What follows belongs to an exercise in optimizing a design on an open flow for small area; a production flow would make more cautious choices. In this exercise RTL edits were held to simulation tests only and were not proved equivalent to the original. Power and IR drop assume default switching activity.

build 24:
==> flow/design.v <==
`default_nettype none
module fp_add (
    input  var logic        clk,
    input  var logic        rst,
    input  var logic        valid_i,
    input  var logic [31:0] num_a_i,
    input  var logic [31:0] num_b_i,
    output var logic [31:0] num_o,
    output var logic        valid_o
);
function automatic logic [24:0] add24(input logic [23:0] a, input logic [23:0] b, input logic ci,
                                      output logic [23:0] pa);
    logic [23:0] g, p, gg, pp;
    logic [24:0] c;
    g  = a & b;
    p  = a ^ b;
    gg = g;
    pp = p;
    gg[0] = g[0] | (p[0] & ci);
    for (int d = 1; d < 24; d = d * 2)
        for (int i = 2 * d - 1; i < 24; i = i + 2 * d) begin
            gg[i] = gg[i] | (pp[i] & gg[i-d]);
            pp[i] = pp[i] & pp[i-d];
        end
    for (int d = 8; d >= 1; d = d / 2)
        for (int i = 3 * d - 1; i < 24; i = i + 2 * d) begin
            gg[i] = gg[i] | (pp[i] & gg[i-d]);
            pp[i] = pp[i] & pp[i-d];
        end
    c[0] = ci;
    for (int i = 0; i < 24; i++)
        c[i+1] = gg[i];
    pa = pp;
    add24 = { c[24], p ^ c[23:0] };
endfunction
function automatic logic [8:0] add8(input logic [7:0] a, input logic [7:0] b, input logic ci,
                                    output logic [7:0] pa);
    logic [7:0] g, p, gg, pp;
    logic [8:0] c;
    g  = a & b;
    p  = a ^ b;
    gg = g;
    pp = p;
    gg[0] = g[0] | (p[0] & ci);
    for (int d = 1; d < 8; d = d * 2)
        for (int i = 2 * d - 1; i < 8; i = i + 2 * d) begin
            gg[i] = gg[i] | (pp[i] & gg[i-d]);
            pp[i] = pp[i] & pp[i-d];
        end
    for (int d = 2; d >= 1; d = d / 2)
        for (int i = 3 * d - 1; i < 8; i = i + 2 * d) begin
            gg[i] = gg[i] | (pp[i] & gg[i-d]);
            pp[i] = pp[i] & pp[i-d];
        end
    c[0] = ci;
    for (int i = 0; i < 8; i++)
        c[i+1] = gg[i];
    pa = pp;
    add8 = { c[8], p ^ c[7:0] };
endfunction
logic        sa, sb;
logic [7:0]  ea, eb, xa, xb;
logic        za, zb;
logic        a_big;        
logic [8:0]  dab;          
logic [7:0]  eq_lo;        
logic [7:0]  d;
logic        sat;
logic [23:0] ma, mb, my, my_sh;
always_comb begin
    sa = num_a_i[31];
    sb = num_b_i[31];
    ea = num_a_i[30:23];
    eb = num_b_i[30:23];
    za = ea == '0;
    zb = eb == '0;
    xa = { ea[7:1], ea[0] | za };
    xb = { eb[7:1], eb[0] | zb };
    ma = { ~za, num_a_i[22:0] };
    mb = { ~zb, num_b_i[22:0] };
    dab   = add8(xa, ~xb, 1'b1, eq_lo);
    a_big = dab[8] & (~eq_lo[7] | sb);
    d     = dab[7:0] ^ ({ ~eq_lo[6:0], 1'b0 } & {8{~dab[8]}});
    sat = d[7:5] != '0;    
    my    = a_big ? mb : ma;
    my_sh = my;
    if (d[0]) my_sh = { 1'b0, my_sh[23:1] };
    if (d[1]) my_sh = { 2'b0, my_sh[23:2] };
    if (d[2]) my_sh = { 4'b0, my_sh[23:4] };
    if (d[3]) my_sh = { 8'b0, my_sh[23:8] };
    if (d[4] | sat) my_sh = { 16'b0, my_sh[23:16] & {8{~sat}} };
end
logic        valid_p1;
logic        sx_p1;
logic        sub_p1;
logic [7:0]  h_p1;
logic [23:0] mx_p1;
logic [23:0] my_p1;
always_ff @(posedge clk) begin
    sx_p1  <= a_big ? sa : sb;
    sub_p1 <= sa ^ sb;
    h_p1   <= a_big ? xa : xb;
    mx_p1  <= a_big ? ma : mb;
    my_p1  <= my_sh;
end
always_ff @(posedge clk)
    if (rst)
        valid_p1 <= '0;
    else
        valid_p1 <= valid_i;
logic [24:0] sum;
logic        neg;          
logic [23:0] pa;           
logic [23:0] below;        
logic [23:0] r;
logic        cout;
logic        top;          
always_comb begin
    sum  = add24(mx_p1, my_p1 ^ {24{sub_p1}}, sub_p1, pa);
    neg  = sub_p1 & ~sum[24];
    cout = sum[24] & ~sub_p1;
    top  = cout & (h_p1 == 8'd254);
    below = ~{ pa[22:0], 1'b1 };
    r = sum[23:0] ^ (below & {24{neg}});
end
logic [23:0] r_p2;
logic        c_p2;
logic        s_p2;
logic [7:0]  h1_p2;        
always_ff @(posedge clk) begin
    r_p2  <= r | {24{top}};
    c_p2  <= cout & ~top;
    s_p2  <= sx_p1 ^ neg;
    h1_p2 <= h_p1 + 8'd1;
end
always_ff @(posedge clk)
    if (rst)
        valid_o <= '0;
    else
        valid_o <= valid_p1;
logic [24:0] w, w_n;
logic [4:0]  lz;
logic        zero;
logic [7:0]  e_o;
always_comb begin
    w = { c_p2, r_p2 };
    lz = '0;
    for (int i = 0; i < 25; i++)
        if (w[i])
            lz = 5'(24 - i);
    zero = w == '0;
    w_n  = w;
    if (lz[4]) w_n = { w_n[8:0], 16'b0 };
    if (lz[3]) w_n = { w_n[16:0], 8'b0 };
    if (lz[2]) w_n = { w_n[20:0], 4'b0 };
    if (lz[1]) w_n = { w_n[22:0], 2'b0 };
    if (lz[0]) w_n = { w_n[23:0], 1'b0 };
    e_o  = zero ? 8'd0 : h1_p2 - 8'(lz);
    num_o = { s_p2, e_o, w_n[23:1] };
end
endmodule
`resetall
==> flow/config.mk <==
export PLATFORM = sky130hd
export DESIGN_NAME = fp_add
export DESIGN_NICKNAME = fp_add
export VERILOG_FILES = /design/flow/design.v
export SDC_FILE = /design/flow/constraint.sdc
export NUM_CORES = 4
export LEC_CHECK = 0
export ABC_AREA = 1
export CAP_MARGIN = 20
export CORE_MARGIN = 2
export CORE_UTILIZATION = 40
export CTS_BUF_LIST = sky130_fd_sc_hd__clkbuf_8
export GPL_TIMING_DRIVEN = 0
export SLEW_MARGIN = 20
==> flow/constraint.sdc <==
create_clock -name core_clock -period 4.7 [get_ports {clk}]
set_input_delay 0.9400 -clock core_clock [delete_from_list [all_inputs] [get_ports {clk}]]
set_output_delay 0.9400 -clock core_clock [all_outputs]
set_load 0.01 [all_outputs]
standard.sh (not shown) runs the stock make flow with config.mk's settings and CLKGATE_MAP_FILE= SYNTH_SCRIPT=/design/flow/synth_recipe.tcl, a recipe that flattens the netlist after the stock synthesis.
==> flow/flow/run.sh <==
#!/bin/bash
# Layout flow: the standard synthesis, then the combinational logic is
# re-mapped by ABC with an area-recovering script (flip-flops are kept as
# blackboxes, so every register keeps its name and cell), then the standard
# ORFS layout with plain buf_1 cells as the port buffers.
set -euo pipefail
here=$(pwd)
res=$here/orfs/results/$FLOW_PLATFORM/fp_add/base
log=$here/orfs/logs/$FLOW_PLATFORM/fp_add/base
lib=$FLOW_HOME/platforms/$FLOW_PLATFORM/lib/sky130_fd_sc_hd__tt_025C_1v80.lib

bash standard.sh synth > standard_synth.log 2>&1

# the same don't-use list the standard synthesis gave abc
dont_use=$(grep -o -- '-dont_use [A-Za-z0-9_]*' $log/1_2_yosys.log | sort -u | tr '\n' ' ')
cp $res/1_2_yosys.v $here/standard_1_2_yosys.v
cat > $here/remap.ys <<EOT
read_liberty -ignore_miss_func $lib
read_verilog $here/standard_1_2_yosys.v
hierarchy -top $FLOW_TOP
blackbox sky130_fd_sc_hd__df* sky130_fd_sc_hd__dl* sky130_fd_sc_hd__sdf* sky130_fd_sc_hd__edf*
flatten
opt_clean
techmap
opt -fast
abc -script $here/flow/remap.abc -liberty $lib $dont_use
opt_clean -purge
stat -liberty $lib
write_verilog -noattr -noexpr -nohex -nodec $res/1_2_yosys.v
EOT
yosys -l $here/remap.log -q $here/remap.ys > /dev/null 2>&1
rm -f $res/1_synth.odb $res/1_synth.sdc

export BUFFER_PORTS_ARGS="-buffer_cell sky130_fd_sc_hd__buf_1"
bash standard.sh > standard_finish.log 2>&1
==> flow/flow/remap.abc <==
&get -n
&st
&dch -f
&nf -p {D}
&put
buffer -c
topo
upsize -c
dnsize -c
Modified inputs, build 96 compared to build 24
- GPL_TIMING_DRIVEN no longer set, was 0
==> flow/flow/remap.abc <==
&get -n
&st
&dch
&nf -p -F 6 -A 3
&put
buffer -c
topo
upsize -c
dnsize -c
- Per the comparison of build 96 with build 24, synthesized cell count went down; relative area change from synthesis to final layout down 0.78 points; minimum period implied by the final worst setup slack shows a reduction of 0.12 ns; total power fell by about 4.3%.
- Taking build 24 as the reference, in build 96 die outline height comparable, global-route wire length before repair lost 9.9%.
Here is what was changed in the inputs of build 58 compared with build 96.
==> flow/flow/remap.abc <==
&get -n
&st
&dch
&nf -p -R 10
&put
buffer -c
topo
upsize -c
dnsize -c
Findings:
- The final layout from build 58, which completed every stage, passed the timing, design-rule and antenna checks at the end of the flow.
- Total leakage power for build 58: 0.48% up relative to build 96
- In build 58, the final critical-path setup slack came out 0.077 ns below the value in build 96.
- From build 96 to build 58 the numbers moved as follows: shortest clock period the worst path allows after layout now sits higher, standard cell area after detailed placement has increased, via count moved up.
- Relative to build 96, final area has increased by 1.3% in build 58.
- Of the two values seen for worst-path cell with the longest stage delay, sky130_fd_sc_hd__dfxtp_2 was produced by build 58 and sky130_fd_sc_hd__nor4_1 by build 96.
- Build 58 against build 96: power drawn by the sequential cells closely matched the old numbers, worst hold margin up 0.0092 ns, routed metal-1 wirelength picked up an extra 160 um, power has increased, total global routing track utilization moved up.
#### Input delta (build 32 over build 58)
--- a/flow/flow/remap.abc
+++ b/flow/flow/remap.abc
@@ -3,3 +3,3 @@
 &dch
-&nf -p -R 10
+&nf -p {D}
 &put
Results
- Placeable core region is lower on build 32
- Delta(number of gates given a new drive strength after cts, build 32 - build 58) < 0
- Build 58 → build 32: sequential cell area in the final layout down 6.3 um2, CTS clock-pin slew for the worst setup and hold paths shows no meaningful change, final-stage net count increased 31.
- Higher cell area among build 32 and build 58: build 32
- Est. power | build 32 vs build 58 | build 32 lower
- Compared to build 58, build 32 has tightest slew margin relative to the limit 12 points higher.
Here is what was changed in the inputs of build 36 compared with build 32.
--- a/flow/flow/remap.abc
+++ b/flow/flow/remap.abc
@@ -2,3 +2,3 @@
 &st
-&dch
+&dch -f
 &nf -p {D}
[summary]
- Looking only at ratio of final minimum period to clock period, and setting everything else aside, the lower value of build 32 and build 36 goes to build 36.
- Cell count: build 36 lower than build 32
- Comparing the two runs side by side, build 36 comes out ahead of build 32 on post-route cell area.
- Wire: build 36 routes less than build 32
- Changes observed in build 36 relative to build 32: length of routed wiring on met1 now sits lower, netlist area before placement now sits higher, measured slew at the worst slew-check pin now sits at about the same level.
## Diff of input files: build 19 against build 36
==> flow/flow/remap.abc <==
&get -n
&st
&dch -f
&nf -p -F 6 -A 3
&put
buffer -c
topo
dnsize -c
[summary]
- Build 19 ran to completion and came out clean on the timing, design-rule and antenna checks.
- Number of cells on the critical path (lower): build 19
- In the metrics for build 19 and build 36, the one carrying the higher wire length of the first global-routing pass is build 19.
- Per the comparison of build 19 with build 36, final total power went up by 0.63%, count of inverters other than clock inverters in the layout went up by 2.
- Global routing usage on met3 in build 19 is 0.84 points above build 36.
- Largest fanout on the critical path, build 19 and build 36: smaller value in build 36
- Build 19 has gate count of the mapped netlist below what build 36 had.
- On maximum clock frequency: build 19 sits below build 36.
- In build 19, the wire length came out about 3% above the value in build 36.
- On source-to-sink clock delay at the later pin of the worst-skew pair, build 36 tracks build 19 almost exactly.
- Compared with build 36, build 19 shows fraction of standard cell area that is sequential higher by 0.27 points.

## static timing again, ports no longer ideal
How much do the figures lean on ideal ports? The routed layouts below were timed once more, with nothing changed but the port constraints.
Step 1: set_driving_cell puts a clkbuf_16 on clk and a buf_2 on each other input, an assumption about the parent block.
Step 2 also shifts input and output timing later by t, the mid clock arrival at the registers, as if the neighbouring blocks saw the same clock.
a / b / c = ideal / step 1 / step 2; a / b = the first two.
run | shift t [ns] | slack for setup (ns) | clock arrival spread, ns | worst data-port slew with drivers (ns) | pins driven straight from the clock port
build 24 | 0.397 | 0.221 / 0.184 / -0.053 | 0.014 / 0.015 | 0.03 | 1
build 96 | 0.390 | 0.340 / 0.307 / 0.099 | 0.014 / 0.014 | 0.03 | 1
build 58 | 0.381 | 0.263 / 0.229 / -0.069 | 0.009 / 0.009 | 0.03 | 1
build 32 | 0.379 | 0.261 / 0.272 / -0.107 | 0.018 / 0.017 | 0.04 | 1
build 36 | 0.404 | 0.277 / 0.241 / 0.421 | 0.014 / 0.014 | 0.04 | 1
build 19 | 0.411 | 0.223 / 0.184 / 0.056 | 0.016 / 0.015 | 0.04 | 1
With both steps, setup timing fails in build 24, build 58 and build 32, where it was met with ideal ports. For build 32, which loses most, drivers alone change the setup slack by +0.011 ns; drivers and shift together by -0.368 ns.
